Source: an optimization exercise on an open RTL-to-GDS flow (aim: small area and a short achievable clock period). Production flows keep margins and buffers that such runs may drop. No functional check of the RTL was part of any run shown here. Power is estimated from default activity; no workload was simulated.

==> flow/design.v (outline; a module is shown in full before it is edited, if it fits) <==
// module DCIM: 1629 lines
module DCIM (
    input clk,
    input rst_n,
    input in_valid,
    input [127:0] in_data1,
    input [127:0] in_data2,
    input [127:0] in_data3,
    input [127:0] in_data4,
    output reg out_valid,
    output reg [12:0] O1,
    output reg [12:0] O2,
    output reg [12:0] O3,
    output reg [12:0] O4
);
  // ...
==> flow/flow/run.sh <==
#!/bin/bash
# Standard ORFS layout with two changes:
#  - SYNTH_ARGS=-noabc: skip the abc -fast inside Yosys's generic synth, so the
#    full adders written in the RTL reach extract_fa in their plain polarity
#    (no inverters around every full adder); the final liberty abc still runs.
#  - port buffers use buf_1.
set -euo pipefail
bash standard.sh SYNTH_ARGS=-noabc "BUFFER_PORTS_ARGS=-buffer_cell sky130_fd_sc_hd__buf_1" finish > flow_make.log 2>&1
==> flow/standard.sh <==
#!/bin/bash
# synth_recipe.tcl (not shown) runs the flow's synth.tcl, then flattens the netlist and writes it again
# the make line also repeats each setting of config.mk as NAME=value (left out here)
make -C /OpenROAD-flow-scripts/flow DESIGN_CONFIG=/design/flow/config.mk WORK_HOME=/design/flow/orfs CLKGATE_MAP_FILE= SYNTH_SCRIPT=/design/flow/synth_recipe.tcl "${@:-finish}"
==> flow/config.mk <==
export PLATFORM = sky130hd
export DESIGN_NAME = DCIM
export DESIGN_NICKNAME = DCIM
export VERILOG_FILES = /design/flow/design.v
export SDC_FILE = /design/flow/constraint.sdc
export NUM_CORES = 4
export LEC_CHECK = 0
export CAP_MARGIN = 20
export CORE_MARGIN = 2
export CORE_UTILIZATION = 40
export SLEW_MARGIN = 20
==> flow/constraint.sdc <==
create_clock -name core_clock -period 2.4 [get_ports {clk}]
set_input_delay 0.4800 -clock core_clock [delete_from_list [all_inputs] [get_ports {clk}]]
set_output_delay 0.4800 -clock core_clock [all_outputs]
set_load 0.01 [all_outputs]
==> results.txt, run 1 <==
final instance area=32900 sq um; met3 Usage GRT=0.0278; Final Max Tran Viols=0; sequential cell count=659; Async SR Flop Fraction=0.0956; hold wc startpoint=in_data1[124]; CTS tree=done; Comb pwr share=0.277; crit path from=Ps2[0]; GPL Wtd Cong=0.933; clk slew on worst S/H paths=0.06 ns; Setup WS pre-CTS=0.151 ns; switch share=0.299; Inserted Clock Buffers=68; port bufs=567; number of synthesized register bits=659; clock network power=10.1 mW; hold violation count in the final report=0; drc violations=0; Max IR drop VDD=0.615 mV; clock root cell=clkbuf_16; # hold bufs at CTS=2; Seq power=19.5 mW; M1 GR Usage=0.185; status=complete, no violations; Metal-1 WL=19700 um; largest net degree at the start of global routing=54; number of fill cells=5805; hold path depth=2; Biggest Area Class=sequential cells; period utilisation layout=0.829; I/O pins=568
==> run 2, diff against run 1 <==
--- a/flow/design.v
+++ b/flow/design.v
@@ -17,9 +17,9 @@
 reg l5, l6;
-reg keep1;
-reg keep2;
-reg keep3;
-reg keep4;
+reg keepa1, keepc1;
+reg keepa2, keepc2;
+reg keepa3, keepc3;
+reg keepa4, keepc4;
 always @(posedge clk or negedge rst_n) begin
     if (!rst_n) begin
-        v <= 5'd0; cnt <= 2'd0; l5 <= 1'b0; l6 <= 1'b0; out_valid <= 1'b0; O1 <= 13'd0; keep1 <= 1'b0; O2 <= 13'd0; keep2 <= 1'b0; O3 <= 13'd0; keep3 <= 1'b0; O4 <= 13'd0; keep4 <= 1'b0;
+        v <= 5'd0; cnt <= 2'd0; l5 <= 1'b0; l6 <= 1'b0; out_valid <= 1'b0; O1 <= 13'd0; keepa1 <= 1'b0; keepc1 <= 1'b0; O2 <= 13'd0; keepa2 <= 1'b0; keepc2 <= 1'b0; O3 <= 13'd0; keepa3 <= 1'b0; keepc3 <= 1'b0; O4 <= 13'd0; keepa4 <= 1'b0; keepc4 <= 1'b0;
     end else begin
@@ -27,6 +27,6 @@
         if (v[5]) cnt <= cnt + 2'd1;
-        if (v[5]) keep1 <= ~(&cnt);
-        if (v[5]) keep2 <= ~(&cnt);
-        if (v[5]) keep3 <= ~(&cnt);
-        if (v[5]) keep4 <= ~(&cnt);
+        if (v[5]) begin keepa1 <= ~(&cnt); keepc1 <= ~(&cnt); end
+        if (v[5]) begin keepa2 <= ~(&cnt); keepc2 <= ~(&cnt); end
+        if (v[5]) begin keepa3 <= ~(&cnt); keepc3 <= ~(&cnt); end
+        if (v[5]) begin keepa4 <= ~(&cnt); keepc4 <= ~(&cnt); end
         l5 <= v[5] & (&cnt);
@@ -323,4 +323,4 @@
 reg [12:0] as1, ac1;
-wire [12:0] ga1 = {as1[11:0], 1'b0} & {13{keep1}};
-wire [12:0] gc1 = {ac1[11:0], 1'b0} & {13{keep1}};
+wire [12:0] ga1 = {as1[11:0], 1'b0} & {13{keepa1}};
+wire [12:0] gc1 = {ac1[11:0], 1'b0} & {13{keepc1}};
 wire a1_s0 = S1_r4[0];
@@ -364,4 +364,2 @@
 wire R1_w_p5 = as1[5] ^ ac1[5];
-wire R1_w_g6 = as1[6] & ac1[6];
-wire R1_w_p6 = as1[6] ^ ac1[6];
 wire R1_w_G0_1 = R1_w_g1 | (R1_w_p1 & R1_w_g0);
@@ -376,4 +374,2 @@
 wire R1_w_P1_3 = R1_w_P0_3 & R1_w_P0_1;
-wire R1_w_G1_6 = R1_w_g6 | (R1_w_p6 & R1_w_G0_5);
-wire R1_w_P1_6 = R1_w_p6 & R1_w_P0_5;
 wire R1_w_G2_4 = R1_w_g4 | (R1_w_p4 & R1_w_G1_3);
@@ -382,5 +378,3 @@
 wire R1_w_P2_5 = R1_w_P0_5 & R1_w_P1_3;
-wire R1_w_G2_6 = R1_w_G1_6 | (R1_w_P1_6 & R1_w_G1_3);
-wire R1_w_P2_6 = R1_w_P1_6 & R1_w_P1_3;
-wire [7:0] R1_w;
+wire [6:0] R1_w;
 assign R1_w[0] = R1_w_p0;
@@ -391,48 +385,96 @@
 assign R1_w[5] = R1_w_p5 ^ R1_w_G2_4;
-assign R1_w[6] = R1_w_p6 ^ R1_w_G2_5;
-assign R1_w[7] = 1'b0 ^ R1_w_G2_6;
-reg [7:0] P1;
-reg [5:0] Ps1, Pc1;
-always @(posedge clk) begin P1 <= R1_w; Ps1 <= as1[12:7]; Pc1 <= ac1[12:7]; end
-wire H1_w_g0 = P1[7] & P1[7];
-wire H1_w_p0 = P1[7] ^ P1[7];
-wire H1_w_g1 = Ps1[0] & Pc1[0];
-wire H1_w_p1 = Ps1[0] ^ Pc1[0];
-wire H1_w_g2 = Ps1[1] & Pc1[1];
-wire H1_w_p2 = Ps1[1] ^ Pc1[1];
-wire H1_w_g3 = Ps1[2] & Pc1[2];
-wire H1_w_p3 = Ps1[2] ^ Pc1[2];
-wire H1_w_g4 = Ps1[3] & Pc1[3];
-wire H1_w_p4 = Ps1[3] ^ Pc1[3];
-wire H1_w_g5 = Ps1[4] & Pc1[4];
-wire H1_w_p5 = Ps1[4] ^ Pc1[4];
-wire H1_w_g6 = Ps1[5] & Pc1[5];
-wire H1_w_p6 = Ps1[5] ^ Pc1[5];
-wire H1_w_G0_1 = H1_w_g1 | (H1_w_p1 & H1_w_g0);
-wire H1_w_P0_1 = H1_w_p1 & H1_w_p0;
-wire H1_w_G0_3 = H1_w_g3 | (H1_w_p3 & H1_w_g2);
-wire H1_w_P0_3 = H1_w_p3 & H1_w_p2;
-wire H1_w_G0_5 = H1_w_g5 | (H1_w_p5 & H1_w_g4);
-wire H1_w_P0_5 = H1_w_p5 & H1_w_p4;
-wire H1_w_G1_2 = H1_w_g2 | (H1_w_p2 & H1_w_G0_1);
-wire H1_w_P1_2 = H1_w_p2 & H1_w_P0_1;
-wire H1_w_G1_3 = H1_w_G0_3 | (H1_w_P0_3 & H1_w_G0_1);
-wire H1_w_P1_3 = H1_w_P0_3 & H1_w_P0_1;
-wire H1_w_G1_6 = H1_w_g6 | (H1_w_p6 & H1_w_G0_5);
-wire H1_w_P1_6 = H1_w_p6 & H1_w_P0_5;
-wire H1_w_G2_4 = H1_w_g4 | (H1_w_p4 & H1_w_G1_3);
-wire H1_w_P2_4 = H1_w_p4 & H1_w_P1_3;
-wire H1_w_G2_5 = H1_w_G0_5 | (H1_w_P0_5 & H1_w_G1_3);
-wire H1_w_P2_5 = H1_w_P0_5 & H1_w_P1_3;
-wire H1_w_G2_6 = H1_w_G1_6 | (H1_w_P1_6 & H1_w_G1_3);
-wire H1_w_P2_6 = H1_w_P1_6 & H1_w_P1_3;
-wire [6:0] H1_w;
-assign H1_w[0] = H1_w_p0;
-assign H1_w[1] = H1_w_p1 ^ H1_w_g0;
-assign H1_w[2] = H1_w_p2 ^ H1_w_G0_1;
-assign H1_w[3] = H1_w_p3 ^ H1_w_G1_2;
-assign H1_w[4] = H1_w_p4 ^ H1_w_G1_3;
-assign H1_w[5] = H1_w_p5 ^ H1_w_G2_4;
-assign H1_w[6] = H1_w_p6 ^ H1_w_G2_5;
-wire [12:0] Q1 = {H1_w[6:1], P1[6:0]};
+assign R1_w[6] = 1'b0 ^ R1_w_G2_5;
+wire H01_w_g0 = as1[6] & ac1[6];
+wire H01_w_p0 = as1[6] ^ ac1[6];
+wire H01_w_g1 = as1[7] & ac1[7];
+wire H01_w_p1 = as1[7] ^ ac1[7];
+wire H01_w_g2 = as1[8] & ac1[8];
+wire H01_w_p2 = as1[8] ^ ac1[8];
+wire H01_w_g3 = as1[9] & ac1[9];
+wire H01_w_p3 = as1[9] ^ ac1[9];
+wire H01_w_g4 = as1[10] & ac1[10];
+wire H01_w_p4 = as1[10] ^ ac1[10];
+wire H01_w_g5 = as1[11] & ac1[11];
+wire H01_w_p5 = as1[11] ^ ac1[11];
+wire H01_w_g6 = as1[12] & ac1[12];
+wire H01_w_p6 = as1[12] ^ ac1[12];
+wire H01_w_G0_1 = H01_w_g1 | (H01_w_p1 & H01_w_g0);
+wire H01_w_P0_1 = H01_w_p1 & H01_w_p0;
+wire H01_w_G0_3 = H01_w_g3 | (H01_w_p3 & H01_w_g2);
+wire H01_w_P0_3 = H01_w_p3 & H01_w_p2;
+wire H01_w_G0_5 = H01_w_g5 | (H01_w_p5 & H01_w_g4);
+wire H01_w_P0_5 = H01_w_p5 & H01_w_p4;
+wire H01_w_G1_2 = H01_w_g2 | (H01_w_p2 & H01_w_G0_1);
+wire H01_w_P1_2 = H01_w_p2 & H01_w_P0_1;
+wire H01_w_G1_3 = H01_w_G0_3 | (H01_w_P0_3 & H01_w_G0_1);
+wire H01_w_P1_3 = H01_w_P0_3 & H01_w_P0_1;
+wire H01_w_G1_6 = H01_w_g6 | (H01_w_p6 & H01_w_G0_5);
+wire H01_w_P1_6 = H01_w_p6 & H01_w_P0_5;
+wire H01_w_G2_4 = H01_w_g4 | (H01_w_p4 & H01_w_G1_3);
+wire H01_w_P2_4 = H01_w_p4 & H01_w_P1_3;
+wire H01_w_G2_5 = H01_w_G0_5 | (H01_w_P0_5 & H01_w_G1_3);
+wire H01_w_P2_5 = H01_w_P0_5 & H01_w_P1_3;
+wire H01_w_G2_6 = H01_w_G1_6 | (H01_w_P1_6 & H01_w_G1_3);
+wire H01_w_P2_6 = H01_w_P1_6 & H01_w_P1_3;
+wire [6:0] H01_w;
+assign H01_w[0] = H01_w_p0;
+assign H01_w[1] = H01_w_p1 ^ H01_w_g0;
+assign H01_w[2] = H01_w_p2 ^ H01_w_G0_1;
+assign H01_w[3] = H01_w_p3 ^ H01_w_G1_2;
+assign H01_w[4] = H01_w_p4 ^ H01_w_G1_3;
+assign H01_w[5] = H01_w_p5 ^ H01_w_G2_4;
+assign H01_w[6] = H01_w_p6 ^ H01_w_G2_5;
+wire H11_w_g0 = 1'b1 & 1'b1;
+wire H11_w_p0 = 1'b1 ^ 1'b1;
+wire H11_w_g1 = as1[6] & ac1[6];
+wire H11_w_p1 = as1[6] ^ ac1[6];
+wire H11_w_g2 = as1[7] & ac1[7];
+wire H11_w_p2 = as1[7] ^ ac1[7];
+wire H11_w_g3 = as1[8] & ac1[8];
+wire H11_w_p3 = as1[8] ^ ac1[8];
+wire H11_w_g4 = as1[9] & ac1[9];
+wire H11_w_p4 = as1[9] ^ ac1[9];
+wire H11_w_g5 = as1[10] & ac1[10];
+wire H11_w_p5 = as1[10] ^ ac1[10];
+wire H11_w_g6 = as1[11] & ac1[11];
+wire H11_w_p6 = as1[11] ^ ac1[11];
+wire H11_w_g7 = as1[12] & ac1[12];
+wire H11_w_p7 = as1[12] ^ ac1[12];
+wire H11_w_G0_1 = H11_w_g1 | (H11_w_p1 & H11_w_g0);
+wire H11_w_P0_1 = H11_w_p1 & H11_w_p0;
+wire H11_w_G0_3 = H11_w_g3 | (H11_w_p3 & H11_w_g2);
+wire H11_w_P0_3 = H11_w_p3 & H11_w_p2;
+wire H11_w_G0_5 = H11_w_g5 | (H11_w_p5 & H11_w_g4);
+wire H11_w_P0_5 = H11_w_p5 & H11_w_p4;
+wire H11_w_G0_7 = H11_w_g7 | (H11_w_p7 & H11_w_g6);
+wire H11_w_P0_7 = H11_w_p7 & H11_w_p6;
+wire H11_w_G1_2 = H11_w_g2 | (H11_w_p2 & H11_w_G0_1);
+wire H11_w_P1_2 = H11_w_p2 & H11_w_P0_1;
+wire H11_w_G1_3 = H11_w_G0_3 | (H11_w_P0_3 & H11_w_G0_1);
+wire H11_w_P1_3 = H11_w_P0_3 & H11_w_P0_1;
+wire H11_w_G1_6 = H11_w_g6 | (H11_w_p6 & H11_w_G0_5);
+wire H11_w_P1_6 = H11_w_p6 & H11_w_P0_5;
+wire H11_w_G1_7 = H11_w_G0_7 | (H11_w_P0_7 & H11_w_G0_5);
+wire H11_w_P1_7 = H11_w_P0_7 & H11_w_P0_5;
+wire H11_w_G2_4 = H11_w_g4 | (H11_w_p4 & H11_w_G1_3);
+wire H11_w_P2_4 = H11_w_p4 & H11_w_P1_3;
+wire H11_w_G2_5 = H11_w_G0_5 | (H11_w_P0_5 & H11_w_G1_3);
+wire H11_w_P2_5 = H11_w_P0_5 & H11_w_P1_3;
+wire H11_w_G2_6 = H11_w_G1_6 | (H11_w_P1_6 & H11_w_G1_3);
+wire H11_w_P2_6 = H11_w_P1_6 & H11_w_P1_3;
+wire H11_w_G2_7 = H11_w_G1_7 | (H11_w_P1_7 & H11_w_G1_3);
+wire H11_w_P2_7 = H11_w_P1_7 & H11_w_P1_3;
+wire [7:0] H11_w;
+assign H11_w[0] = H11_w_p0;
+assign H11_w[1] = H11_w_p1 ^ H11_w_g0;
+assign H11_w[2] = H11_w_p2 ^ H11_w_G0_1;
+assign H11_w[3] = H11_w_p3 ^ H11_w_G1_2;
+assign H11_w[4] = H11_w_p4 ^ H11_w_G1_3;
+assign H11_w[5] = H11_w_p5 ^ H11_w_G2_4;
+assign H11_w[6] = H11_w_p6 ^ H11_w_G2_5;
+assign H11_w[7] = H11_w_p7 ^ H11_w_G2_6;
+reg [6:0] P1;
+reg [6:0] Ph01, Ph11;
+always @(posedge clk) begin P1 <= R1_w; Ph01 <= H01_w; Ph11 <= H11_w[7:1]; end
+wire [12:0] Q1 = {P1[6] ? Ph11 : Ph01, P1[5:0]};
 wire c2_s1 = in_data2[0] ^ in_data2[4] ^ in_data2[8];
@@ -720,4 +762,4 @@
 reg [12:0] as2, ac2;
-wire [12:0] ga2 = {as2[11:0], 1'b0} & {13{keep2}};
-wire [12:0] gc2 = {ac2[11:0], 1'b0} & {13{keep2}};
+wire [12:0] ga2 = {as2[11:0], 1'b0} & {13{keepa2}};
+wire [12:0] gc2 = {ac2[11:0], 1'b0} & {13{keepc2}};
 wire a2_s0 = S2_r4[0];
@@ -761,4 +803,2 @@
 wire R2_w_p5 = as2[5] ^ ac2[5];
-wire R2_w_g6 = as2[6] & ac2[6];
-wire R2_w_p6 = as2[6] ^ ac2[6];
 wire R2_w_G0_1 = R2_w_g1 | (R2_w_p1 & R2_w_g0);
@@ -773,4 +813,2 @@
 wire R2_w_P1_3 = R2_w_P0_3 & R2_w_P0_1;
-wire R2_w_G1_6 = R2_w_g6 | (R2_w_p6 & R2_w_G0_5);
-wire R2_w_P1_6 = R2_w_p6 & R2_w_P0_5;
 wire R2_w_G2_4 = R2_w_g4 | (R2_w_p4 & R2_w_G1_3);
@@ -779,5 +817,3 @@
 wire R2_w_P2_5 = R2_w_P0_5 & R2_w_P1_3;
-wire R2_w_G2_6 = R2_w_G1_6 | (R2_w_P1_6 & R2_w_G1_3);
-wire R2_w_P2_6 = R2_w_P1_6 & R2_w_P1_3;
-wire [7:0] R2_w;
+wire [6:0] R2_w;
 assign R2_w[0] = R2_w_p0;
@@ -788,48 +824,96 @@
 assign R2_w[5] = R2_w_p5 ^ R2_w_G2_4;
-assign R2_w[6] = R2_w_p6 ^ R2_w_G2_5;
-assign R2_w[7] = 1'b0 ^ R2_w_G2_6;
-reg [7:0] P2;
-reg [5:0] Ps2, Pc2;
-always @(posedge clk) begin P2 <= R2_w; Ps2 <= as2[12:7]; Pc2 <= ac2[12:7]; end
-wire H2_w_g0 = P2[7] & P2[7];
-wire H2_w_p0 = P2[7] ^ P2[7];
-wire H2_w_g1 = Ps2[0] & Pc2[0];
-wire H2_w_p1 = Ps2[0] ^ Pc2[0];
-wire H2_w_g2 = Ps2[1] & Pc2[1];
-wire H2_w_p2 = Ps2[1] ^ Pc2[1];
-wire H2_w_g3 = Ps2[2] & Pc2[2];
-wire H2_w_p3 = Ps2[2] ^ Pc2[2];
-wire H2_w_g4 = Ps2[3] & Pc2[3];
-wire H2_w_p4 = Ps2[3] ^ Pc2[3];
-wire H2_w_g5 = Ps2[4] & Pc2[4];
-wire H2_w_p5 = Ps2[4] ^ Pc2[4];
-wire H2_w_g6 = Ps2[5] & Pc2[5];
-wire H2_w_p6 = Ps2[5] ^ Pc2[5];
-wire H2_w_G0_1 = H2_w_g1 | (H2_w_p1 & H2_w_g0);
-wire H2_w_P0_1 = H2_w_p1 & H2_w_p0;
-wire H2_w_G0_3 = H2_w_g3 | (H2_w_p3 & H2_w_g2);
-wire H2_w_P0_3 = H2_w_p3 & H2_w_p2;
-wire H2_w_G0_5 = H2_w_g5 | (H2_w_p5 & H2_w_g4);
-wire H2_w_P0_5 = H2_w_p5 & H2_w_p4;
-wire H2_w_G1_2 = H2_w_g2 | (H2_w_p2 & H2_w_G0_1);
-wire H2_w_P1_2 = H2_w_p2 & H2_w_P0_1;
-wire H2_w_G1_3 = H2_w_G0_3 | (H2_w_P0_3 & H2_w_G0_1);
-wire H2_w_P1_3 = H2_w_P0_3 & H2_w_P0_1;
-wire H2_w_G1_6 = H2_w_g6 | (H2_w_p6 & H2_w_G0_5);
-wire H2_w_P1_6 = H2_w_p6 & H2_w_P0_5;
-wire H2_w_G2_4 = H2_w_g4 | (H2_w_p4 & H2_w_G1_3);
-wire H2_w_P2_4 = H2_w_p4 & H2_w_P1_3;
-wire H2_w_G2_5 = H2_w_G0_5 | (H2_w_P0_5 & H2_w_G1_3);
-wire H2_w_P2_5 = H2_w_P0_5 & H2_w_P1_3;
-wire H2_w_G2_6 = H2_w_G1_6 | (H2_w_P1_6 & H2_w_G1_3);
-wire H2_w_P2_6 = H2_w_P1_6 & H2_w_P1_3;
-wire [6:0] H2_w;
-assign H2_w[0] = H2_w_p0;
-assign H2_w[1] = H2_w_p1 ^ H2_w_g0;
-assign H2_w[2] = H2_w_p2 ^ H2_w_G0_1;
-assign H2_w[3] = H2_w_p3 ^ H2_w_G1_2;
-assign H2_w[4] = H2_w_p4 ^ H2_w_G1_3;
-assign H2_w[5] = H2_w_p5 ^ H2_w_G2_4;
-assign H2_w[6] = H2_w_p6 ^ H2_w_G2_5;
-wire [12:0] Q2 = {H2_w[6:1], P2[6:0]};
+assign R2_w[6] = 1'b0 ^ R2_w_G2_5;
+wire H02_w_g0 = as2[6] & ac2[6];
+wire H02_w_p0 = as2[6] ^ ac2[6];
+wire H02_w_g1 = as2[7] & ac2[7];
+wire H02_w_p1 = as2[7] ^ ac2[7];
+wire H02_w_g2 = as2[8] & ac2[8];
+wire H02_w_p2 = as2[8] ^ ac2[8];
+wire H02_w_g3 = as2[9] & ac2[9];
+wire H02_w_p3 = as2[9] ^ ac2[9];
+wire H02_w_g4 = as2[10] & ac2[10];
+wire H02_w_p4 = as2[10] ^ ac2[10];
+wire H02_w_g5 = as2[11] & ac2[11];
+wire H02_w_p5 = as2[11] ^ ac2[11];
+wire H02_w_g6 = as2[12] & ac2[12];
+wire H02_w_p6 = as2[12] ^ ac2[12];
+wire H02_w_G0_1 = H02_w_g1 | (H02_w_p1 & H02_w_g0);
+wire H02_w_P0_1 = H02_w_p1 & H02_w_p0;
+wire H02_w_G0_3 = H02_w_g3 | (H02_w_p3 & H02_w_g2);
+wire H02_w_P0_3 = H02_w_p3 & H02_w_p2;
+wire H02_w_G0_5 = H02_w_g5 | (H02_w_p5 & H02_w_g4);
+wire H02_w_P0_5 = H02_w_p5 & H02_w_p4;
+wire H02_w_G1_2 = H02_w_g2 | (H02_w_p2 & H02_w_G0_1);
+wire H02_w_P1_2 = H02_w_p2 & H02_w_P0_1;
+wire H02_w_G1_3 = H02_w_G0_3 | (H02_w_P0_3 & H02_w_G0_1);
+wire H02_w_P1_3 = H02_w_P0_3 & H02_w_P0_1;
+wire H02_w_G1_6 = H02_w_g6 | (H02_w_p6 & H02_w_G0_5);
+wire H02_w_P1_6 = H02_w_p6 & H02_w_P0_5;
+wire H02_w_G2_4 = H02_w_g4 | (H02_w_p4 & H02_w_G1_3);
+wire H02_w_P2_4 = H02_w_p4 & H02_w_P1_3;
+wire H02_w_G2_5 = H02_w_G0_5 | (H02_w_P0_5 & H02_w_G1_3);
+wire H02_w_P2_5 = H02_w_P0_5 & H02_w_P1_3;
+wire H02_w_G2_6 = H02_w_G1_6 | (H02_w_P1_6 & H02_w_G1_3);
+wire H02_w_P2_6 = H02_w_P1_6 & H02_w_P1_3;
+wire [6:0] H02_w;
+assign H02_w[0] = H02_w_p0;
+assign H02_w[1] = H02_w_p1 ^ H02_w_g0;
+assign H02_w[2] = H02_w_p2 ^ H02_w_G0_1;
+assign H02_w[3] = H02_w_p3 ^ H02_w_G1_2;
+assign H02_w[4] = H02_w_p4 ^ H02_w_G1_3;
+assign H02_w[5] = H02_w_p5 ^ H02_w_G2_4;
+assign H02_w[6] = H02_w_p6 ^ H02_w_G2_5;
+wire H12_w_g0 = 1'b1 & 1'b1;
+wire H12_w_p0 = 1'b1 ^ 1'b1;
+wire H12_w_g1 = as2[6] & ac2[6];
+wire H12_w_p1 = as2[6] ^ ac2[6];
+wire H12_w_g2 = as2[7] & ac2[7];
+wire H12_w_p2 = as2[7] ^ ac2[7];
+wire H12_w_g3 = as2[8] & ac2[8];
+wire H12_w_p3 = as2[8] ^ ac2[8];
+wire H12_w_g4 = as2[9] & ac2[9];
+wire H12_w_p4 = as2[9] ^ ac2[9];
+wire H12_w_g5 = as2[10] & ac2[10];
+wire H12_w_p5 = as2[10] ^ ac2[10];
+wire H12_w_g6 = as2[11] & ac2[11];
+wire H12_w_p6 = as2[11] ^ ac2[11];
+wire H12_w_g7 = as2[12] & ac2[12];
+wire H12_w_p7 = as2[12] ^ ac2[12];
+wire H12_w_G0_1 = H12_w_g1 | (H12_w_p1 & H12_w_g0);
+wire H12_w_P0_1 = H12_w_p1 & H12_w_p0;
+wire H12_w_G0_3 = H12_w_g3 | (H12_w_p3 & H12_w_g2);
+wire H12_w_P0_3 = H12_w_p3 & H12_w_p2;
+wire H12_w_G0_5 = H12_w_g5 | (H12_w_p5 & H12_w_g4);
+wire H12_w_P0_5 = H12_w_p5 & H12_w_p4;
+wire H12_w_G0_7 = H12_w_g7 | (H12_w_p7 & H12_w_g6);
+wire H12_w_P0_7 = H12_w_p7 & H12_w_p6;
+wire H12_w_G1_2 = H12_w_g2 | (H12_w_p2 & H12_w_G0_1);
+wire H12_w_P1_2 = H12_w_p2 & H12_w_P0_1;
+wire H12_w_G1_3 = H12_w_G0_3 | (H12_w_P0_3 & H12_w_G0_1);
+wire H12_w_P1_3 = H12_w_P0_3 & H12_w_P0_1;
+wire H12_w_G1_6 = H12_w_g6 | (H12_w_p6 & H12_w_G0_5);
+wire H12_w_P1_6 = H12_w_p6 & H12_w_P0_5;
+wire H12_w_G1_7 = H12_w_G0_7 | (H12_w_P0_7 & H12_w_G0_5);
+wire H12_w_P1_7 = H12_w_P0_7 & H12_w_P0_5;
+wire H12_w_G2_4 = H12_w_g4 | (H12_w_p4 & H12_w_G1_3);
+wire H12_w_P2_4 = H12_w_p4 & H12_w_P1_3;
+wire H12_w_G2_5 = H12_w_G0_5 | (H12_w_P0_5 & H12_w_G1_3);
+wire H12_w_P2_5 = H12_w_P0_5 & H12_w_P1_3;
+wire H12_w_G2_6 = H12_w_G1_6 | (H12_w_P1_6 & H12_w_G1_3);
+wire H12_w_P2_6 = H12_w_P1_6 & H12_w_P1_3;
+wire H12_w_G2_7 = H12_w_G1_7 | (H12_w_P1_7 & H12_w_G1_3);
+wire H12_w_P2_7 = H12_w_P1_7 & H12_w_P1_3;
+wire [7:0] H12_w;
+assign H12_w[0] = H12_w_p0;
+assign H12_w[1] = H12_w_p1 ^ H12_w_g0;
+assign H12_w[2] = H12_w_p2 ^ H12_w_G0_1;
+assign H12_w[3] = H12_w_p3 ^ H12_w_G1_2;
+assign H12_w[4] = H12_w_p4 ^ H12_w_G1_3;
+assign H12_w[5] = H12_w_p5 ^ H12_w_G2_4;
+assign H12_w[6] = H12_w_p6 ^ H12_w_G2_5;
+assign H12_w[7] = H12_w_p7 ^ H12_w_G2_6;
+reg [6:0] P2;
+reg [6:0] Ph02, Ph12;
+always @(posedge clk) begin P2 <= R2_w; Ph02 <= H02_w; Ph12 <= H12_w[7:1]; end
+wire [12:0] Q2 = {P2[6] ? Ph12 : Ph02, P2[5:0]};
 wire c3_s1 = in_data3[0] ^ in_data3[4] ^ in_data3[8];
@@ -1117,4 +1201,4 @@
 reg [12:0] as3, ac3;
-wire [12:0] ga3 = {as3[11:0], 1'b0} & {13{keep3}};
-wire [12:0] gc3 = {ac3[11:0], 1'b0} & {13{keep3}};
+wire [12:0] ga3 = {as3[11:0], 1'b0} & {13{keepa3}};
+wire [12:0] gc3 = {ac3[11:0], 1'b0} & {13{keepc3}};
 wire a3_s0 = S3_r4[0];
@@ -1158,4 +1242,2 @@
 wire R3_w_p5 = as3[5] ^ ac3[5];
-wire R3_w_g6 = as3[6] & ac3[6];
-wire R3_w_p6 = as3[6] ^ ac3[6];
 wire R3_w_G0_1 = R3_w_g1 | (R3_w_p1 & R3_w_g0);
@@ -1170,4 +1252,2 @@
 wire R3_w_P1_3 = R3_w_P0_3 & R3_w_P0_1;
-wire R3_w_G1_6 = R3_w_g6 | (R3_w_p6 & R3_w_G0_5);
-wire R3_w_P1_6 = R3_w_p6 & R3_w_P0_5;
 wire R3_w_G2_4 = R3_w_g4 | (R3_w_p4 & R3_w_G1_3);
@@ -1176,5 +1256,3 @@
 wire R3_w_P2_5 = R3_w_P0_5 & R3_w_P1_3;
-wire R3_w_G2_6 = R3_w_G1_6 | (R3_w_P1_6 & R3_w_G1_3);
-wire R3_w_P2_6 = R3_w_P1_6 & R3_w_P1_3;
-wire [7:0] R3_w;
+wire [6:0] R3_w;
 assign R3_w[0] = R3_w_p0;
@@ -1185,48 +1263,96 @@
 assign R3_w[5] = R3_w_p5 ^ R3_w_G2_4;
-assign R3_w[6] = R3_w_p6 ^ R3_w_G2_5;
-assign R3_w[7] = 1'b0 ^ R3_w_G2_6;
-reg [7:0] P3;
-reg [5:0] Ps3, Pc3;
-always @(posedge clk) begin P3 <= R3_w; Ps3 <= as3[12:7]; Pc3 <= ac3[12:7]; end
-wire H3_w_g0 = P3[7] & P3[7];
-wire H3_w_p0 = P3[7] ^ P3[7];
-wire H3_w_g1 = Ps3[0] & Pc3[0];
-wire H3_w_p1 = Ps3[0] ^ Pc3[0];
-wire H3_w_g2 = Ps3[1] & Pc3[1];
-wire H3_w_p2 = Ps3[1] ^ Pc3[1];
-wire H3_w_g3 = Ps3[2] & Pc3[2];
-wire H3_w_p3 = Ps3[2] ^ Pc3[2];
-wire H3_w_g4 = Ps3[3] & Pc3[3];
-wire H3_w_p4 = Ps3[3] ^ Pc3[3];
-wire H3_w_g5 = Ps3[4] & Pc3[4];
-wire H3_w_p5 = Ps3[4] ^ Pc3[4];
-wire H3_w_g6 = Ps3[5] & Pc3[5];
-wire H3_w_p6 = Ps3[5] ^ Pc3[5];
-wire H3_w_G0_1 = H3_w_g1 | (H3_w_p1 & H3_w_g0);
-wire H3_w_P0_1 = H3_w_p1 & H3_w_p0;
-wire H3_w_G0_3 = H3_w_g3 | (H3_w_p3 & H3_w_g2);
-wire H3_w_P0_3 = H3_w_p3 & H3_w_p2;
-wire H3_w_G0_5 = H3_w_g5 | (H3_w_p5 & H3_w_g4);
-wire H3_w_P0_5 = H3_w_p5 & H3_w_p4;
-wire H3_w_G1_2 = H3_w_g2 | (H3_w_p2 & H3_w_G0_1);
-wire H3_w_P1_2 = H3_w_p2 & H3_w_P0_1;
-wire H3_w_G1_3 = H3_w_G0_3 | (H3_w_P0_3 & H3_w_G0_1);
-wire H3_w_P1_3 = H3_w_P0_3 & H3_w_P0_1;
-wire H3_w_G1_6 = H3_w_g6 | (H3_w_p6 & H3_w_G0_5);
-wire H3_w_P1_6 = H3_w_p6 & H3_w_P0_5;
-wire H3_w_G2_4 = H3_w_g4 | (H3_w_p4 & H3_w_G1_3);
-wire H3_w_P2_4 = H3_w_p4 & H3_w_P1_3;
-wire H3_w_G2_5 = H3_w_G0_5 | (H3_w_P0_5 & H3_w_G1_3);
-wire H3_w_P2_5 = H3_w_P0_5 & H3_w_P1_3;
-wire H3_w_G2_6 = H3_w_G1_6 | (H3_w_P1_6 & H3_w_G1_3);
-wire H3_w_P2_6 = H3_w_P1_6 & H3_w_P1_3;
-wire [6:0] H3_w;
-assign H3_w[0] = H3_w_p0;
-assign H3_w[1] = H3_w_p1 ^ H3_w_g0;
-assign H3_w[2] = H3_w_p2 ^ H3_w_G0_1;
-assign H3_w[3] = H3_w_p3 ^ H3_w_G1_2;
-assign H3_w[4] = H3_w_p4 ^ H3_w_G1_3;
-assign H3_w[5] = H3_w_p5 ^ H3_w_G2_4;
-assign H3_w[6] = H3_w_p6 ^ H3_w_G2_5;
-wire [12:0] Q3 = {H3_w[6:1], P3[6:0]};
+assign R3_w[6] = 1'b0 ^ R3_w_G2_5;
+wire H03_w_g0 = as3[6] & ac3[6];
+wire H03_w_p0 = as3[6] ^ ac3[6];
+wire H03_w_g1 = as3[7] & ac3[7];
+wire H03_w_p1 = as3[7] ^ ac3[7];
+wire H03_w_g2 = as3[8] & ac3[8];
+wire H03_w_p2 = as3[8] ^ ac3[8];
+wire H03_w_g3 = as3[9] & ac3[9];
+wire H03_w_p3 = as3[9] ^ ac3[9];
+wire H03_w_g4 = as3[10] & ac3[10];
+wire H03_w_p4 = as3[10] ^ ac3[10];
+wire H03_w_g5 = as3[11] & ac3[11];
+wire H03_w_p5 = as3[11] ^ ac3[11];
+wire H03_w_g6 = as3[12] & ac3[12];
+wire H03_w_p6 = as3[12] ^ ac3[12];
+wire H03_w_G0_1 = H03_w_g1 | (H03_w_p1 & H03_w_g0);
+wire H03_w_P0_1 = H03_w_p1 & H03_w_p0;
+wire H03_w_G0_3 = H03_w_g3 | (H03_w_p3 & H03_w_g2);
+wire H03_w_P0_3 = H03_w_p3 & H03_w_p2;
+wire H03_w_G0_5 = H03_w_g5 | (H03_w_p5 & H03_w_g4);
+wire H03_w_P0_5 = H03_w_p5 & H03_w_p4;
+wire H03_w_G1_2 = H03_w_g2 | (H03_w_p2 & H03_w_G0_1);
+wire H03_w_P1_2 = H03_w_p2 & H03_w_P0_1;
+wire H03_w_G1_3 = H03_w_G0_3 | (H03_w_P0_3 & H03_w_G0_1);
+wire H03_w_P1_3 = H03_w_P0_3 & H03_w_P0_1;
+wire H03_w_G1_6 = H03_w_g6 | (H03_w_p6 & H03_w_G0_5);
+wire H03_w_P1_6 = H03_w_p6 & H03_w_P0_5;
+wire H03_w_G2_4 = H03_w_g4 | (H03_w_p4 & H03_w_G1_3);
+wire H03_w_P2_4 = H03_w_p4 & H03_w_P1_3;
+wire H03_w_G2_5 = H03_w_G0_5 | (H03_w_P0_5 & H03_w_G1_3);
+wire H03_w_P2_5 = H03_w_P0_5 & H03_w_P1_3;
+wire H03_w_G2_6 = H03_w_G1_6 | (H03_w_P1_6 & H03_w_G1_3);
+wire H03_w_P2_6 = H03_w_P1_6 & H03_w_P1_3;
+wire [6:0] H03_w;
+assign H03_w[0] = H03_w_p0;
+assign H03_w[1] = H03_w_p1 ^ H03_w_g0;
+assign H03_w[2] = H03_w_p2 ^ H03_w_G0_1;
+assign H03_w[3] = H03_w_p3 ^ H03_w_G1_2;
+assign H03_w[4] = H03_w_p4 ^ H03_w_G1_3;
+assign H03_w[5] = H03_w_p5 ^ H03_w_G2_4;
+assign H03_w[6] = H03_w_p6 ^ H03_w_G2_5;
+wire H13_w_g0 = 1'b1 & 1'b1;
+wire H13_w_p0 = 1'b1 ^ 1'b1;
+wire H13_w_g1 = as3[6] & ac3[6];
+wire H13_w_p1 = as3[6] ^ ac3[6];
+wire H13_w_g2 = as3[7] & ac3[7];
+wire H13_w_p2 = as3[7] ^ ac3[7];
+wire H13_w_g3 = as3[8] & ac3[8];
+wire H13_w_p3 = as3[8] ^ ac3[8];
+wire H13_w_g4 = as3[9] & ac3[9];
+wire H13_w_p4 = as3[9] ^ ac3[9];
+wire H13_w_g5 = as3[10] & ac3[10];
+wire H13_w_p5 = as3[10] ^ ac3[10];
+wire H13_w_g6 = as3[11] & ac3[11];
+wire H13_w_p6 = as3[11] ^ ac3[11];
+wire H13_w_g7 = as3[12] & ac3[12];
+wire H13_w_p7 = as3[12] ^ ac3[12];
+wire H13_w_G0_1 = H13_w_g1 | (H13_w_p1 & H13_w_g0);
+wire H13_w_P0_1 = H13_w_p1 & H13_w_p0;
+wire H13_w_G0_3 = H13_w_g3 | (H13_w_p3 & H13_w_g2);
+wire H13_w_P0_3 = H13_w_p3 & H13_w_p2;
+wire H13_w_G0_5 = H13_w_g5 | (H13_w_p5 & H13_w_g4);
+wire H13_w_P0_5 = H13_w_p5 & H13_w_p4;
+wire H13_w_G0_7 = H13_w_g7 | (H13_w_p7 & H13_w_g6);
+wire H13_w_P0_7 = H13_w_p7 & H13_w_p6;
+wire H13_w_G1_2 = H13_w_g2 | (H13_w_p2 & H13_w_G0_1);
+wire H13_w_P1_2 = H13_w_p2 & H13_w_P0_1;
+wire H13_w_G1_3 = H13_w_G0_3 | (H13_w_P0_3 & H13_w_G0_1);
+wire H13_w_P1_3 = H13_w_P0_3 & H13_w_P0_1;
+wire H13_w_G1_6 = H13_w_g6 | (H13_w_p6 & H13_w_G0_5);
+wire H13_w_P1_6 = H13_w_p6 & H13_w_P0_5;
+wire H13_w_G1_7 = H13_w_G0_7 | (H13_w_P0_7 & H13_w_G0_5);
+wire H13_w_P1_7 = H13_w_P0_7 & H13_w_P0_5;
+wire H13_w_G2_4 = H13_w_g4 | (H13_w_p4 & H13_w_G1_3);
+wire H13_w_P2_4 = H13_w_p4 & H13_w_P1_3;
+wire H13_w_G2_5 = H13_w_G0_5 | (H13_w_P0_5 & H13_w_G1_3);
+wire H13_w_P2_5 = H13_w_P0_5 & H13_w_P1_3;
+wire H13_w_G2_6 = H13_w_G1_6 | (H13_w_P1_6 & H13_w_G1_3);
+wire H13_w_P2_6 = H13_w_P1_6 & H13_w_P1_3;
+wire H13_w_G2_7 = H13_w_G1_7 | (H13_w_P1_7 & H13_w_G1_3);
+wire H13_w_P2_7 = H13_w_P1_7 & H13_w_P1_3;
+wire [7:0] H13_w;
+assign H13_w[0] = H13_w_p0;
+assign H13_w[1] = H13_w_p1 ^ H13_w_g0;
+assign H13_w[2] = H13_w_p2 ^ H13_w_G0_1;
+assign H13_w[3] = H13_w_p3 ^ H13_w_G1_2;
+assign H13_w[4] = H13_w_p4 ^ H13_w_G1_3;
+assign H13_w[5] = H13_w_p5 ^ H13_w_G2_4;
+assign H13_w[6] = H13_w_p6 ^ H13_w_G2_5;
+assign H13_w[7] = H13_w_p7 ^ H13_w_G2_6;
+reg [6:0] P3;
+reg [6:0] Ph03, Ph13;
+always @(posedge clk) begin P3 <= R3_w; Ph03 <= H03_w; Ph13 <= H13_w[7:1]; end
+wire [12:0] Q3 = {P3[6] ? Ph13 : Ph03, P3[5:0]};
 wire c4_s1 = in_data4[0] ^ in_data4[4] ^ in_data4[8];
@@ -1514,4 +1640,4 @@
 reg [12:0] as4, ac4;
-wire [12:0] ga4 = {as4[11:0], 1'b0} & {13{keep4}};
-wire [12:0] gc4 = {ac4[11:0], 1'b0} & {13{keep4}};
+wire [12:0] ga4 = {as4[11:0], 1'b0} & {13{keepa4}};
+wire [12:0] gc4 = {ac4[11:0], 1'b0} & {13{keepc4}};
 wire a4_s0 = S4_r4[0];
@@ -1555,4 +1681,2 @@
 wire R4_w_p5 = as4[5] ^ ac4[5];
-wire R4_w_g6 = as4[6] & ac4[6];
-wire R4_w_p6 = as4[6] ^ ac4[6];
 wire R4_w_G0_1 = R4_w_g1 | (R4_w_p1 & R4_w_g0);
@@ -1567,4 +1691,2 @@
 wire R4_w_P1_3 = R4_w_P0_3 & R4_w_P0_1;
-wire R4_w_G1_6 = R4_w_g6 | (R4_w_p6 & R4_w_G0_5);
-wire R4_w_P1_6 = R4_w_p6 & R4_w_P0_5;
 wire R4_w_G2_4 = R4_w_g4 | (R4_w_p4 & R4_w_G1_3);
@@ -1573,5 +1695,3 @@
 wire R4_w_P2_5 = R4_w_P0_5 & R4_w_P1_3;
-wire R4_w_G2_6 = R4_w_G1_6 | (R4_w_P1_6 & R4_w_G1_3);
-wire R4_w_P2_6 = R4_w_P1_6 & R4_w_P1_3;
-wire [7:0] R4_w;
+wire [6:0] R4_w;
 assign R4_w[0] = R4_w_p0;
@@ -1582,48 +1702,96 @@
 assign R4_w[5] = R4_w_p5 ^ R4_w_G2_4;
-assign R4_w[6] = R4_w_p6 ^ R4_w_G2_5;
-assign R4_w[7] = 1'b0 ^ R4_w_G2_6;
-reg [7:0] P4;
-reg [5:0] Ps4, Pc4;
-always @(posedge clk) begin P4 <= R4_w; Ps4 <= as4[12:7]; Pc4 <= ac4[12:7]; end
-wire H4_w_g0 = P4[7] & P4[7];
-wire H4_w_p0 = P4[7] ^ P4[7];
-wire H4_w_g1 = Ps4[0] & Pc4[0];
-wire H4_w_p1 = Ps4[0] ^ Pc4[0];
-wire H4_w_g2 = Ps4[1] & Pc4[1];
-wire H4_w_p2 = Ps4[1] ^ Pc4[1];
-wire H4_w_g3 = Ps4[2] & Pc4[2];
-wire H4_w_p3 = Ps4[2] ^ Pc4[2];
-wire H4_w_g4 = Ps4[3] & Pc4[3];
-wire H4_w_p4 = Ps4[3] ^ Pc4[3];
-wire H4_w_g5 = Ps4[4] & Pc4[4];
-wire H4_w_p5 = Ps4[4] ^ Pc4[4];
-wire H4_w_g6 = Ps4[5] & Pc4[5];
-wire H4_w_p6 = Ps4[5] ^ Pc4[5];
-wire H4_w_G0_1 = H4_w_g1 | (H4_w_p1 & H4_w_g0);
-wire H4_w_P0_1 = H4_w_p1 & H4_w_p0;
-wire H4_w_G0_3 = H4_w_g3 | (H4_w_p3 & H4_w_g2);
-wire H4_w_P0_3 = H4_w_p3 & H4_w_p2;
-wire H4_w_G0_5 = H4_w_g5 | (H4_w_p5 & H4_w_g4);
-wire H4_w_P0_5 = H4_w_p5 & H4_w_p4;
-wire H4_w_G1_2 = H4_w_g2 | (H4_w_p2 & H4_w_G0_1);
-wire H4_w_P1_2 = H4_w_p2 & H4_w_P0_1;
-wire H4_w_G1_3 = H4_w_G0_3 | (H4_w_P0_3 & H4_w_G0_1);
-wire H4_w_P1_3 = H4_w_P0_3 & H4_w_P0_1;
-wire H4_w_G1_6 = H4_w_g6 | (H4_w_p6 & H4_w_G0_5);
-wire H4_w_P1_6 = H4_w_p6 & H4_w_P0_5;
-wire H4_w_G2_4 = H4_w_g4 | (H4_w_p4 & H4_w_G1_3);
-wire H4_w_P2_4 = H4_w_p4 & H4_w_P1_3;
-wire H4_w_G2_5 = H4_w_G0_5 | (H4_w_P0_5 & H4_w_G1_3);
-wire H4_w_P2_5 = H4_w_P0_5 & H4_w_P1_3;
-wire H4_w_G2_6 = H4_w_G1_6 | (H4_w_P1_6 & H4_w_G1_3);
-wire H4_w_P2_6 = H4_w_P1_6 & H4_w_P1_3;
-wire [6:0] H4_w;
-assign H4_w[0] = H4_w_p0;
-assign H4_w[1] = H4_w_p1 ^ H4_w_g0;
-assign H4_w[2] = H4_w_p2 ^ H4_w_G0_1;
-assign H4_w[3] = H4_w_p3 ^ H4_w_G1_2;
-assign H4_w[4] = H4_w_p4 ^ H4_w_G1_3;
-assign H4_w[5] = H4_w_p5 ^ H4_w_G2_4;
-assign H4_w[6] = H4_w_p6 ^ H4_w_G2_5;
-wire [12:0] Q4 = {H4_w[6:1], P4[6:0]};
+assign R4_w[6] = 1'b0 ^ R4_w_G2_5;
+wire H04_w_g0 = as4[6] & ac4[6];
+wire H04_w_p0 = as4[6] ^ ac4[6];
+wire H04_w_g1 = as4[7] & ac4[7];
+wire H04_w_p1 = as4[7] ^ ac4[7];
+wire H04_w_g2 = as4[8] & ac4[8];
+wire H04_w_p2 = as4[8] ^ ac4[8];
+wire H04_w_g3 = as4[9] & ac4[9];
+wire H04_w_p3 = as4[9] ^ ac4[9];
+wire H04_w_g4 = as4[10] & ac4[10];
+wire H04_w_p4 = as4[10] ^ ac4[10];
+wire H04_w_g5 = as4[11] & ac4[11];
+wire H04_w_p5 = as4[11] ^ ac4[11];
+wire H04_w_g6 = as4[12] & ac4[12];
+wire H04_w_p6 = as4[12] ^ ac4[12];
+wire H04_w_G0_1 = H04_w_g1 | (H04_w_p1 & H04_w_g0);
+wire H04_w_P0_1 = H04_w_p1 & H04_w_p0;
+wire H04_w_G0_3 = H04_w_g3 | (H04_w_p3 & H04_w_g2);
+wire H04_w_P0_3 = H04_w_p3 & H04_w_p2;
+wire H04_w_G0_5 = H04_w_g5 | (H04_w_p5 & H04_w_g4);
+wire H04_w_P0_5 = H04_w_p5 & H04_w_p4;
+wire H04_w_G1_2 = H04_w_g2 | (H04_w_p2 & H04_w_G0_1);
+wire H04_w_P1_2 = H04_w_p2 & H04_w_P0_1;
+wire H04_w_G1_3 = H04_w_G0_3 | (H04_w_P0_3 & H04_w_G0_1);
+wire H04_w_P1_3 = H04_w_P0_3 & H04_w_P0_1;
+wire H04_w_G1_6 = H04_w_g6 | (H04_w_p6 & H04_w_G0_5);
+wire H04_w_P1_6 = H04_w_p6 & H04_w_P0_5;
+wire H04_w_G2_4 = H04_w_g4 | (H04_w_p4 & H04_w_G1_3);
+wire H04_w_P2_4 = H04_w_p4 & H04_w_P1_3;
+wire H04_w_G2_5 = H04_w_G0_5 | (H04_w_P0_5 & H04_w_G1_3);
+wire H04_w_P2_5 = H04_w_P0_5 & H04_w_P1_3;
+wire H04_w_G2_6 = H04_w_G1_6 | (H04_w_P1_6 & H04_w_G1_3);
+wire H04_w_P2_6 = H04_w_P1_6 & H04_w_P1_3;
+wire [6:0] H04_w;
+assign H04_w[0] = H04_w_p0;
+assign H04_w[1] = H04_w_p1 ^ H04_w_g0;
+assign H04_w[2] = H04_w_p2 ^ H04_w_G0_1;
+assign H04_w[3] = H04_w_p3 ^ H04_w_G1_2;
+assign H04_w[4] = H04_w_p4 ^ H04_w_G1_3;
+assign H04_w[5] = H04_w_p5 ^ H04_w_G2_4;
+assign H04_w[6] = H04_w_p6 ^ H04_w_G2_5;
+wire H14_w_g0 = 1'b1 & 1'b1;
+wire H14_w_p0 = 1'b1 ^ 1'b1;
+wire H14_w_g1 = as4[6] & ac4[6];
+wire H14_w_p1 = as4[6] ^ ac4[6];
+wire H14_w_g2 = as4[7] & ac4[7];
+wire H14_w_p2 = as4[7] ^ ac4[7];
+wire H14_w_g3 = as4[8] & ac4[8];
+wire H14_w_p3 = as4[8] ^ ac4[8];
+wire H14_w_g4 = as4[9] & ac4[9];
+wire H14_w_p4 = as4[9] ^ ac4[9];
+wire H14_w_g5 = as4[10] & ac4[10];
+wire H14_w_p5 = as4[10] ^ ac4[10];
+wire H14_w_g6 = as4[11] & ac4[11];
+wire H14_w_p6 = as4[11] ^ ac4[11];
+wire H14_w_g7 = as4[12] & ac4[12];
+wire H14_w_p7 = as4[12] ^ ac4[12];
+wire H14_w_G0_1 = H14_w_g1 | (H14_w_p1 & H14_w_g0);
+wire H14_w_P0_1 = H14_w_p1 & H14_w_p0;
+wire H14_w_G0_3 = H14_w_g3 | (H14_w_p3 & H14_w_g2);
+wire H14_w_P0_3 = H14_w_p3 & H14_w_p2;
+wire H14_w_G0_5 = H14_w_g5 | (H14_w_p5 & H14_w_g4);
+wire H14_w_P0_5 = H14_w_p5 & H14_w_p4;
+wire H14_w_G0_7 = H14_w_g7 | (H14_w_p7 & H14_w_g6);
+wire H14_w_P0_7 = H14_w_p7 & H14_w_p6;
+wire H14_w_G1_2 = H14_w_g2 | (H14_w_p2 & H14_w_G0_1);
+wire H14_w_P1_2 = H14_w_p2 & H14_w_P0_1;
+wire H14_w_G1_3 = H14_w_G0_3 | (H14_w_P0_3 & H14_w_G0_1);
+wire H14_w_P1_3 = H14_w_P0_3 & H14_w_P0_1;
+wire H14_w_G1_6 = H14_w_g6 | (H14_w_p6 & H14_w_G0_5);
+wire H14_w_P1_6 = H14_w_p6 & H14_w_P0_5;
+wire H14_w_G1_7 = H14_w_G0_7 | (H14_w_P0_7 & H14_w_G0_5);
+wire H14_w_P1_7 = H14_w_P0_7 & H14_w_P0_5;
+wire H14_w_G2_4 = H14_w_g4 | (H14_w_p4 & H14_w_G1_3);
+wire H14_w_P2_4 = H14_w_p4 & H14_w_P1_3;
+wire H14_w_G2_5 = H14_w_G0_5 | (H14_w_P0_5 & H14_w_G1_3);
+wire H14_w_P2_5 = H14_w_P0_5 & H14_w_P1_3;
+wire H14_w_G2_6 = H14_w_G1_6 | (H14_w_P1_6 & H14_w_G1_3);
+wire H14_w_P2_6 = H14_w_P1_6 & H14_w_P1_3;
+wire H14_w_G2_7 = H14_w_G1_7 | (H14_w_P1_7 & H14_w_G1_3);
+wire H14_w_P2_7 = H14_w_P1_7 & H14_w_P1_3;
+wire [7:0] H14_w;
+assign H14_w[0] = H14_w_p0;
+assign H14_w[1] = H14_w_p1 ^ H14_w_g0;
+assign H14_w[2] = H14_w_p2 ^ H14_w_G0_1;
+assign H14_w[3] = H14_w_p3 ^ H14_w_G1_2;
+assign H14_w[4] = H14_w_p4 ^ H14_w_G1_3;
+assign H14_w[5] = H14_w_p5 ^ H14_w_G2_4;
+assign H14_w[6] = H14_w_p6 ^ H14_w_G2_5;
+assign H14_w[7] = H14_w_p7 ^ H14_w_G2_6;
+reg [6:0] P4;
+reg [6:0] Ph04, Ph14;
+always @(posedge clk) begin P4 <= R4_w; Ph04 <= H04_w; Ph14 <= H14_w[7:1]; end
+wire [12:0] Q4 = {P4[6] ? Ph14 : Ph04, P4[5:0]};
 endmodule
--- a/flow/config.mk
+++ b/flow/config.mk
@@ -10,2 +10,4 @@
 export CORE_UTILIZATION = 40
+export CTS_BUF_LIST = sky130_fd_sc_hd__clkbuf_8
+export CTS_CLUSTER_SIZE = 24
 export SLEW_MARGIN = 20
==> results.txt, run 2 <==
I/O pins=568 (unchanged); Initial Util=0.405 (was 0.406); data arrival time of the critical path=2.66 ns (was 2.46 ns); Routed Wire Length=48700 um (was 46800 um); RSZ-0062 raised after global routing=no (unchanged); YS warnings=1 (unchanged); Seq. cell area=14600 sq um (was 14500 sq um); DR vias=14225 (was 13118); Slew HR=0.474 (was 0.476); reg-to-reg setup timing slack=0.30 ns (was 0.41 ns); Die W=271 um (was 266 um); Setup TNS Final=0 ns (unchanged); Crit Path Class=register to register (unchanged); area leader, netlist=fa_1 (unchanged); per-cell routed wire length=14.6 um (was 15.3 um); FF-to-FF Start=as4[6] (was Ps2[0]); Psw=13.4 mW (was 12.3 mW); Fmax=475 MHz (was 503 MHz); busiest grt layer=met2 (unchanged); Pwr Density=1240 nW/um^2 (was 1250 nW/um^2); post-cts sizing count=0 (unchanged); vias in the first global route=17054 (was 15578); most frequent cells in the layout=buf_1 (566), fa_1 (516), dfxtp_1 (504) (was buf_1 (566), fa_1 (508), dfxtp_1 (500)); GRT Total Usage=0.138 (was 0.140); drc violations=0 (unchanged); Final setup viols=0 (unchanged); status=complete, no violations (unchanged); Die Area=73400 sq um (was 70600 sq um); final instance area=33900 sq um (was 32900 sq um); CP Capture Type=register (unchanged); TritonRoute pass-1 iters=7 (was 4); share of layout cells above drive strength 1=0.0726 (was 0.0576); Worst-Skew Late Latency=0.68 ns (was 0.60 ns); hold path depth=2 (unchanged); critical path required time=2.95 ns (was 2.87 ns); CTS tree=done (unchanged); switch share=0.317 (was 0.299); number of synthesized register bits=663 (was 659); Vias/cell=4.28 (was 4.29); Max-Cap Viols=0 (unchanged); clk_skew=0.0284 ns (was 0.0241 ns); first-pass GRT wire length=81400 um (was 77800 um); Final Max Tran Viols=0 (unchanged); Layout area overhead=19.1% (was 19.9%); Clock Path Buffers=3 (unchanged); met2 Usage GRT=0.239 (was 0.233); cell internal pwr=28.8 mW (was 28.7 mW); initial antenna violation count=1 (was 0); Async SR Flop Fraction=0.0950 (was 0.0956); Primary FF master, synth=dfxtp_1 (unchanged); number of fill cells=6107 (was 5805); Inserted Clock Buffers=105 (was 68); Post-synth EDFFs=96 (unchanged); Yosys top cell area share=0.363 (was 0.371); post-synth cell types=43 (was 25); commonest non-fill, non-tap cell in the layout=buf_1 (unchanged); Syn Std Cell Area=28500 sq um (was 27400 sq um); largest cells by area after synthesis=fa_1 (36%), dfxtp_1 (35%), edfxtp_1 (10%), dfrtp_1 (5.5%), ha_1 (3.9%) (was fa_1 (37%), dfxtp_1 (37%), edfxtp_1 (11%), dfrtp_1 (5.8%), ha_1 (3.7%)); Layout Nets=3419 (was 3243); worst r2r path cells=7 (was 6); DP Wirelength=39700 um (was 39000 um); sequential power share=0.472 (was 0.475); Post-synth top cells=fa_1 (516), dfxtp_1 (504), and2_1 (109), edfxtp_1 (96), ha_1 (89) (was fa_1 (508), dfxtp_1 (500), and2_1 (133), edfxtp_1 (96), ha_1 (81)); largest fanout on the critical path=3 (was 2); worst hold endpoint=p4_r0[0] (was p1_r0[0]); hold wc startpoint=in_data4[124] (was in_data1[124]); Max IR drop VDD=0.498 mV (was 0.615 mV); cell row count=97 (was 95); Mapped Cells=1634 (was 1507); Die H=271 um (was 266 um); class of the worst hold path=input pin to register (unchanged); Post-Syn Area per Cell=17.4 sq um (was 18.2 sq um); Seq/Total Area, Yosys=0.511 (was 0.528); Worst-Margin Slew=0.789 ns (was 0.785 ns); CP Launch Type=register (unchanged); multi-input combinational cell area=13800 sq um (was 12800 sq um); met3 Usage GRT=0.0309 (was 0.0278); fin crit period=2.10 ns (was 1.99 ns); GRT overflow=0 (unchanged); largest net degree at the start of global routing=64 (was 54); period utilisation layout=0.876 (was 0.829); top-count cell post-synth=fa_1 (unchanged); M1 GR Usage=0.169 (was 0.185); 1st-iter DRT viols=314 (was 360); final antenna-violating net count=0 (unchanged); htree depth=3 (unchanged); syn_nets=2754 (was 2611); port bufs=567 (unchanged); clk slew on worst S/H paths=0.06 ns (about the same); core area=70300 sq um (was 67500 sq um); leak pwr=13.7 nW (was 13.1 nW); clock root cell=clkbuf_8 (was clkbuf_16); Placed Area=31800 sq um (was 30700 sq um); Reg-to-Reg End=Ph04[5] (was O2[11]); clock sink count=663 (was 659); clock power share=0.218 (was 0.248); Comb pwr share=0.310 (was 0.277); hold violation count in the final report=0 (unchanged); GPL Wtd Cong=0.863 (was 0.933)
==> run 2: metrics by stage <==
stage	power, mW	std cells	hold WS (ns)	util	worst slack (ns)
final	42.2	3324	0.112	0.483	0.297
after CTS	43.4	3323	0.0305	0.483	0.302
after detailed placement	33.9	3130	0.312	0.453	0.198
after global placement	33.2	3130	0.310	0.453	0.226
after global routing	46.5	3324	0.0607	0.483	0.186
after floorplan	28.8	1634	0.184	-	0.382
==> run 2: routing by layer <==
layer  vias to the layer above  share of wire
met1                      7170           0.41
met2                       337           0.53
met3                       109          0.040
li1                       6609              -
met5                         -              0
met4                         0          0.029
==> run 2: logic make-up (layout without fill, tap and decap cells) <==
logic type	count (synthesis)	count (layout)	share of synthesized area
compound gates	61	61	0.0162
xor+xnor	53	53	0.0166
fa+ha+maj	605	605	0.402
buf+inv	44	793	0.00597
flops	663	663	0.511
mux	31	31	0.0109
other cells	0	1	0
simple gates	177	177	0.0379
==> run 2: power groups by stage <==
stage	logic, mW	registers [mW]	clock network [mW]
after detailed placement	13.6	20.3	0
after floorplan	9.29	19.5	0
after global placement	13.1	20.2	0
final	13.1	19.9	9.20
after CTS	13.7	20.1	9.58
after global routing	15.9	20.6	10.1
==> run 2: what timing repair did <==
item | 4_1_cts | 5_1_grt
hold buffers | 2 | 0
setup endpoints to repair | 0 | 0
endpoints found under the hold margin | 33 | 0
setup buffers | 0 | 0
==> run 2: cell type report <==
class                      instances  share of cell area
antenna                            1           0.0000738
multi-input combinational        927               0.406
inverter                          25             0.00277
clock inverter                    68              0.0114
clock buffer                     123              0.0499
sequential                       663               0.429
timing repair buffer             577              0.0663
tap                              940              0.0347
==> run 2: worst max path at each step <==
stage / from / endpoint / cells past startpoint
2_1_floorplan: in_data1[1] / p1_r0[18] / 3
3_3_place_gp: in_data3[86] / p3_r0[30] / 4
3_5_place_dp: in_data3[50] / p3_r0[30] / 4
4_1_cts: as1[6] / Ph01[5] / 6
5_1_grt: as4[6] / Ph04[5] / 7
6_report: as4[6] / Ph04[5] / 7
==> run 2: worst max-delay path: stages (launching register included) <==
cell	delay [ns]
edfxtp_1	0.40
ha_1	0.23
fa_1	0.42
a21o_1	0.20
nand2_1	0.10
nand2b_1	0.09
fa_1	0.41
xor2_1	0.16
==> run 3, diff against run 2 <==
--- a/flow/config.mk
+++ b/flow/config.mk
@@ -10,4 +10,2 @@
 export CORE_UTILIZATION = 40
-export CTS_BUF_LIST = sky130_fd_sc_hd__clkbuf_8
-export CTS_CLUSTER_SIZE = 24
 export SLEW_MARGIN = 20
==> results.txt, run 3 <==
DP Wirelength=39700 um (unchanged); largest net degree at the start of global routing=64 (unchanged); cell row count=97 (unchanged); Inserted Clock Buffers=71 (was 105); hold path depth=2 (unchanged); Finished Core Util=0.487 (was 0.483); Pwr Density=1280 nW/um^2 (was 1240 nW/um^2); drc violations=0 (unchanged); final antenna-violating net count=0 (unchanged); Async SR Flop Fraction=0.0950 (unchanged); Primary FF master, synth=dfxtp_1 (unchanged); 1st-iter DRT viols=324 (was 314); GPL Wtd Cong=0.863 (unchanged); clock power share=0.247 (was 0.218); syn_nets=2754 (unchanged); Die H=271 um (unchanged); Layout Nets=3385 (was 3419); Final Max Tran Viols=0 (unchanged); GRT Total Usage=0.138 (about the same); Syn Std Cell Area=28500 sq um (unchanged); leak pwr=13.7 nW (about the same); TritonRoute pass-1 iters=7 (unchanged); area leader, netlist=fa_1 (unchanged); Max IR drop VDD=0.525 mV (was 0.498 mV); clk slew on worst S/H paths=0.06 ns (about the same); class of the worst hold path=input pin to register (unchanged); Layout area overhead=20.2% (was 19.1%); sequential power share=0.453 (was 0.472); data arrival time of the critical path=2.57 ns (was 2.66 ns); Die Area=73400 sq um (unchanged); Mapped Cells=1634 (unchanged); Setup Fix Bufs, Post-CTS=0 (unchanged); Comb pwr share=0.300 (was 0.310); hold wc startpoint=in_data4[124] (unchanged); Post-synth EDFFs=96 (unchanged); Post-Syn Area per Cell=17.4 sq um (unchanged); cell internal pwr=30.5 mW (was 28.8 mW); Setup TNS Final=0 ns (unchanged); status=complete, no violations (unchanged); Slew HR=0.475 (was 0.474); htree depth=3 (unchanged); share of layout cells above drive strength 1=0.0583 (was 0.0726); fin crit period=2.11 ns (was 2.10 ns); per-cell routed wire length=14.9 um (was 14.6 um); Seq/Total Area, Yosys=0.511 (unchanged); port bufs=567 (unchanged); top-count cell post-synth=fa_1 (unchanged); Final setup viols=0 (unchanged); Routed Wire Length=48600 um (was 48700 um); initial antenna violation count=0 (was 1); worst hold endpoint=p4_r0[0] (unchanged); worst r2r path cells=7 (unchanged); core area=70300 sq um (unchanged); clock sink count=663 (unchanged); first-pass GRT wire length=81100 um (was 81400 um); CTS tree=done (unchanged); most frequent cells in the layout=buf_1 (566), fa_1 (516), dfxtp_1 (504) (unchanged); Crit Path Class=register to register (unchanged); switch share=0.306 (was 0.317); period utilisation layout=0.880 (was 0.876); n_diodes=0 (was 1); reg-to-reg setup timing slack=0.29 ns (was 0.30 ns); GRT overflow=0 (unchanged); post-synth cell types=43 (unchanged); largest fanout on the critical path=3 (unchanged); number of synthesized register bits=663 (unchanged); Yosys top cell area share=0.363 (unchanged); largest cells by area after synthesis=fa_1 (36%), dfxtp_1 (35%), edfxtp_1 (10%), dfrtp_1 (5.5%), ha_1 (3.9%) (unchanged); CP Launch Type=register (unchanged); Post-synth top cells=fa_1 (516), dfxtp_1 (504), and2_1 (109), edfxtp_1 (96), ha_1 (89) (unchanged); I/O pins=568 (unchanged); Worst-Skew Late Latency=0.59 ns (was 0.68 ns); Die W=271 um (unchanged); Worst-Margin Slew=0.787 ns (was 0.789 ns); Reg-to-Reg End=Ph04[5] (unchanged); clk_skew=0.0243 ns (was 0.0284 ns); critical path required time=2.86 ns (was 2.95 ns); number of fill cells=6025 (was 6107); Fmax=473 MHz (was 475 MHz); RSZ-0062 raised after global routing=no (unchanged); CP Capture Type=register (unchanged); hold violation count in the final report=0 (unchanged); Initial Util=0.405 (unchanged); vias in the first global route=16685 (was 17054); YS warnings=1 (unchanged); Max-Cap Viols=0 (unchanged); DR vias=14023 (was 14225); clock root cell=clkbuf_16 (was clkbuf_8); FF-to-FF Start=as4[6] (unchanged); Vias/cell=4.31 (was 4.28); Psw=13.5 mW (was 13.4 mW); commonest non-fill, non-tap cell in the layout=buf_1 (unchanged); Clock Path Buffers=3 (unchanged)
[run 3: cell counts after synthesis]
No cell type changed its count.
[run 3: repair_timing]
item | in CTS | in global routing
hold endpoints to repair | 33 | 0
gates resized for setup | 0 | 0
hold buffers | 2 | 0
[run 3: layout make-up]
class / instances / area [sq um] / share of cell area
clock buffers: 104 / 2180 / 0.0637
clock inverters: 21 / 214 / 0.00625
inverters: 25 / 93.8 / 0.00274
multi-input cells: 927 / 13800 / 0.402
flip-flops and latches: 663 / 14600 / 0.425
well taps: 940 / 1180 / 0.0344
repair buffers: 577 / 2250 / 0.0657
[run 3: logic make-up (layout without fill, tap and decap cells)]
| group | count (synthesis) | after routing | share of synthesized area |
|---|---|---|---|
| compound gates | 61 | 61 | 0.0162 |
| xor+xnor | 53 | 53 | 0.0166 |
| fa+ha+maj | 605 | 605 | 0.402 |
| buf+inv | 44 | 727 | 0.00597 |
| flops | 663 | 663 | 0.511 |
| mux | 31 | 31 | 0.0109 |
| simple gates | 177 | 177 | 0.0379 |
[run 3: per-layer routing]
layer,global-route usage,share of wire,up-vias
met2,0.240,0.53,325
met4,0.0496,0.031,0
li1,-,-,6516
met3,0.0299,0.043,112
met5,0,0,-
met1,0.169,0.40,7070
[run 3: power groups by stage]
stage	sequential [mW]	combinational [mW]	clock, mW
floorplan	19.5	9.29	0
global placement	20.2	13.1	0
global route	20.6	15.9	11.7
detailed placement	20.3	13.6	0
CTS	20.1	13.8	11.3
finish	19.9	13.2	10.9
[run 3: worst max-delay path by stage]
stage / end / start / slack (ns) / depth (start not counted)
after global routing: Ph04[5] / as4[6] / 0.16 / 7
after global placement: p3_r0[30] / in_data3[86] / 0.23 / 4
after floorplan: p1_r0[18] / in_data1[1] / 0.38 / 3
final: Ph04[5] / as4[6] / 0.29 / 7
after detailed placement: p3_r0[30] / in_data3[50] / 0.20 / 4
after CTS: Ph01[5] / ac1[6] / 0.30 / 6
[run 3: per-stage QoR]
stage / hold WS (ns) / worst slack [ns] / area [sq um] / total power, mW / cells
finish: 0.200 / 0.288 / 34200 / 44.0 / 3257
CTS: 0.155 / 0.302 / 34200 / 45.1 / 3257
global route: 0.177 / 0.162 / 34200 / 48.2 / 3257
detailed placement: 0.312 / 0.198 / 31800 / 33.9 / 3130
global placement: 0.310 / 0.226 / 31800 / 33.2 / 3130
floorplan: 0.184 / 0.382 / 28500 / 28.8 / 1634
[run 3: worst max-delay path: stages (launching register included)]
cell and delay [ns]:
edfxtp_1 0.40, ha_1 0.23, fa_1 0.42, a21o_1 0.20
nand2_1 0.09, nand2b_1 0.08, fa_1 0.41, xor2_1 0.16

-- static timing again, ports no longer ideal --
The results above use ideal ports. As a check the final layouts listed here were re-extracted and re-timed, cells and wires unchanged.
Step 1, drivers: a clkbuf_16 drives clk and a buf_2 each remaining input, both assumed.
Step 2, shift: input delay + t, output delay - t, t = (earliest + latest rising clock arrival at the registers) / 2. This alone moves slack from input paths to output paths.
Three values: ideal ports, drivers, drivers and shift; two values: the first two.
run | shift t [ns] | setup slack, ns | slew at the worst register clock pin (ns) | worst slew at a driven data input, ns | pins driven straight from the clock port
run 1 | 0.647 | 0.411 / 0.411 / 0.130 | 0.06 / 0.06 | 0.06 | 1
run 2 | 0.716 | 0.297 / 0.297 / 0.199 | 0.07 / 0.07 | 0.05 | 1
run 3 | 0.637 | 0.288 / 0.288 / 0.202 | 0.06 / 0.06 | 0.05 | 1
After both steps every run listed still meets setup and hold. The setup slack of run 1, which loses most, moves by 0.000 ns with the drivers and by -0.281 ns with both steps.
